Source: an optimization exercise on an open RTL-to-GDS flow (aim: small area and a short achievable clock period). Production flows keep margins and buffers that such runs may drop.
The RTL was checked by simulation tests, not by an equivalence proof against the original design.
Power and IR drop assume default switching activity.

// multiplier
module multiplier (a, b, prod, qnan, infinity, zero, normal, clk);
input [15:0] a, b;
input clk;
output [15:0] prod;
output qnan, infinity, zero, normal;
wire [12:0] bx = {1'b0, ~&b[14:10] & |b[14:10], b[9:0], 1'b0};
wire [5:0] c_bo, c_bt;
genvar gi;
generate for (gi = 0; gi < 6; gi = gi + 1) begin : rec
  assign c_bo[gi] = bx[2*gi+1] ^ bx[2*gi];
  assign c_bt[gi] = (bx[2*gi+2] & ~bx[2*gi+1] & ~bx[2*gi]) | (~bx[2*gi+2] & bx[2*gi+1] & bx[2*gi]);
end endgenerate
reg [10:0] sa;
reg [5:0] bo, bt;
reg [4:0] bn;
reg [4:0] ea, eb;
reg sgn1;
always @(posedge clk) begin
  sa <= {~&a[14:10] & |a[14:10], a[9:0]};
  bo <= c_bo;
  bt <= c_bt;
  bn <= {b[9], b[7], b[5], b[3], b[1]};
  ea <= a[14:10];
  eb <= b[14:10];
  sgn1 <= a[15] ^ b[15];
end
wire b_m0 = ~|{bo[4:0], bt[4:0]};
wire a_m0 = ~|sa[9:0];
wire a_e1 = &ea, b_e1 = &eb;
wire a_n = ~a_e1 & |ea, b_n = ~b_e1 & |eb;
wire a_inf = a_e1 & a_m0, b_inf = b_e1 & b_m0;
wire a_zero = ~a_n & ~a_e1 & a_m0, b_zero = ~b_n & ~b_e1 & b_m0;
wire c_qnan = (a_inf & b_zero) | (b_inf & a_zero);
wire c_zero = ~a_inf & ~b_inf & (a_zero | b_zero);
wire c_fin = ~a_e1 & ~b_e1 & ~a_zero & ~b_zero;
wire [5:0] esum = ea + eb;
wire [4:0] pe_nn = ea + eb + 5'd17;
wire [4:0] c_pe0 = (a_n & b_n) ? pe_nn : a_n ? ea : b_n ? eb : 5'd15;
wire [4:0] c_pe1 = c_pe0 + 5'd1;
wire c_f0 = c_fin & (~(a_n & b_n) | (esum <= 6'd45));
wire c_f1 = c_fin & ((a_n & b_n) ? (esum <= 6'd44) : a_n ? (ea != 5'd30) : b_n ? (eb != 5'd30) : 1'b1);
wire pp_0_0 = ~(bn[0] ^ ((bo[0] & sa[0])));
wire pp_0_1 = ~(bn[0] ^ ((bo[0] & sa[1]) | (bt[0] & sa[0])));
wire pp_0_2 = ~(bn[0] ^ ((bo[0] & sa[2]) | (bt[0] & sa[1])));
  ...
For scale: about 62 flip-flops.
Settings: LEC_CHECK=0, CAP_MARGIN=20, CORE_MARGIN=2, CORE_UTILIZATION=70, PLACE_DENSITY=0.85, SLEW_MARGIN=20, SYNTH_HIERARCHICAL=1; clock period 12.0 ns.
standard.sh (not shown) runs the stock make flow with config.mk's settings and CLKGATE_MAP_FILE= SYNTH_SCRIPT=/design/flow/synth_recipe.tcl, a recipe that flattens the netlist after the stock synthesis.
==> flow/flow/run.sh <==
#!/bin/bash
set -euo pipefail
cp standard.sh standard_copy.sh
sed "s|^make -C|make SETUP_SLACK_MARGIN=7.8 'CTS_ARGS=-sink_clustering_enable -repair_clock_nets -buf_list sky130_fd_sc_hd__clkbuf_8 -dont_use_dummy_load' -C|" standard.sh > tight.sh
grep -q "SETUP_SLACK_MARGIN=7.8 'CTS_ARGS=" tight.sh
bash tight.sh > make_flow.log 2>&1
Next try:
==> flow/flow/run.sh (replaced) <==
#!/bin/bash
set -euo pipefail
cp standard.sh standard_copy.sh
sed "s|^make -C|make SETUP_SLACK_MARGIN=7.8 MATCH_CELL_FOOTPRINT=0 'CTS_ARGS=-sink_clustering_enable -repair_clock_nets -buf_list sky130_fd_sc_hd__clkbuf_8 -dont_use_dummy_load' -C|" standard.sh > tight.sh
grep -q "SETUP_SLACK_MARGIN=7.8 MATCH_CELL_FOOTPRINT=0 'CTS_ARGS=" tight.sh
bash tight.sh > make_flow.log 2>&1
- CORE_UTILIZATION: 70 -> 62
- CTS_BUF_LIST: not set -> sky130_fd_sc_hd__clkbuf_8
- PLACE_DENSITY: 0.85 -> 0.75
The new run completed with no timing, DRC or antenna violations.
Area after synthesis stays the same.
Wire length falls by 4.3%.
Fmax hardly moves.
Final cell count rises by 1.6%.
Next try:
==> flow/flow/run.sh (replaced) <==
#!/bin/bash
set -euo pipefail
cp standard.sh standard_copy.sh
sed "s|^make -C|make SETUP_SLACK_MARGIN=7.9 'CTS_ARGS=-sink_clustering_enable -repair_clock_nets -buf_list sky130_fd_sc_hd__clkbuf_8 -dont_use_dummy_load' 'BUFFER_PORTS_ARGS=-buffer_cell sky130_fd_sc_hd__buf_2' -C|" standard.sh > tight.sh
grep -q "BUFFER_PORTS_ARGS=-buffer_cell" tight.sh
bash tight.sh > make_flow.log 2>&1
Wire length shrinks by a few percent.
Area after synthesis does not change.
Final cell count shrinks slightly.
First-iteration DRC count grows by roughly a tenth.
Die area stays the same.
Register-to-register slack gains 0.13 ns.
Synthesized cell count is unchanged.
Via count barely changes.
Global-route usage shrinks by 0.81 points.
Maximum frequency grows by a few percent.
Next try:
==> flow/flow/run.sh (replaced) <==
#!/bin/bash
set -euo pipefail
cp standard.sh standard_copy.sh
sed "s|^make -C|make SETUP_SLACK_MARGIN=7.8 'CTS_ARGS=-sink_clustering_enable -repair_clock_nets -buf_list sky130_fd_sc_hd__clkbuf_8 -dont_use_dummy_load' 'BUFFER_PORTS_ARGS=-buffer_cell sky130_fd_sc_hd__buf_2' -C|" standard.sh > tight.sh
grep -q "BUFFER_PORTS_ARGS=-buffer_cell" tight.sh
bash tight.sh > make_flow.log 2>&1
The new run went through all stages and came out clean; power falls by 0.61%; setup slack is worse by 0.013 ns; synthesized cell count does not change; final cell count barely changes; via count shrinks by 1.4%; wire length went down by 0.95%; hold slack stays flat; global-route usage stays flat; design area falls by 0.46%; non-clock buffer count came out lower by 1; utilization fell by 0.33 points.
Next try:
==> flow/flow/run.sh (replaced) <==
#!/bin/bash
set -euo pipefail
cp standard.sh standard_copy.sh
sed "s|^make -C|make SETUP_SLACK_MARGIN=7.8 'CTS_ARGS=-sink_clustering_enable -repair_clock_nets -buf_list sky130_fd_sc_hd__clkbuf_8 -dont_use_dummy_load' -C|" standard.sh > tight.sh
grep -q "SETUP_SLACK_MARGIN=7.8 'CTS_ARGS=" tight.sh
bash tight.sh > make_flow.log 2>&1
- CAP_MARGIN: 20 -> 0
- CTS_BUF_LIST: sky130_fd_sc_hd__clkbuf_8 -> not set
- SLEW_MARGIN: 20 -> 0
What happened: Global-route usage rose by 0.90 points. Core utilization rose by 3.2 points. Clock power barely changes.

[port drivers added, routing unchanged]
No port has a modelled driver above. Below, the same layouts with a new extraction and two added sets of constraints. Step 1 (the two cells are an assumption about what drives the block):
set clk [get_ports {clk}]
set_driving_cell -lib_cell sky130_fd_sc_hd__clkbuf_16 $clk
set_driving_cell -lib_cell sky130_fd_sc_hd__buf_2 [delete_from_list [all_inputs] $clk]
Step 2 moves the port delays by t, midway between the first and last clock arrival at a register: inputs arrive t later, outputs are due t later. That takes back most of the time a late clock gives input paths. Slacks: ideal ports / drivers / drivers and shift; pairs: ideal ports / drivers.
run	t (ns)	slack for setup (ns)	worst setup path at the end	latest minus earliest clock arrival (ns)
the first run	0.369	7.878 / 7.847 / 7.948	register to register	0.023 / 0.024
the second run	0.365	7.874 / 7.843 / 7.923	register to register	0.014 / 0.014
the third run	0.364	7.977 / 7.943 / 8.048	register to register	0.021 / 0.021
the fourth run	0.362	7.964 / 7.930 / 7.965	register to register	0.021 / 0.021
the fifth run	0.364	7.875 / 7.844 / 7.932	register to register	0.014 / 0.014
After both steps setup and hold are still met in every run listed.
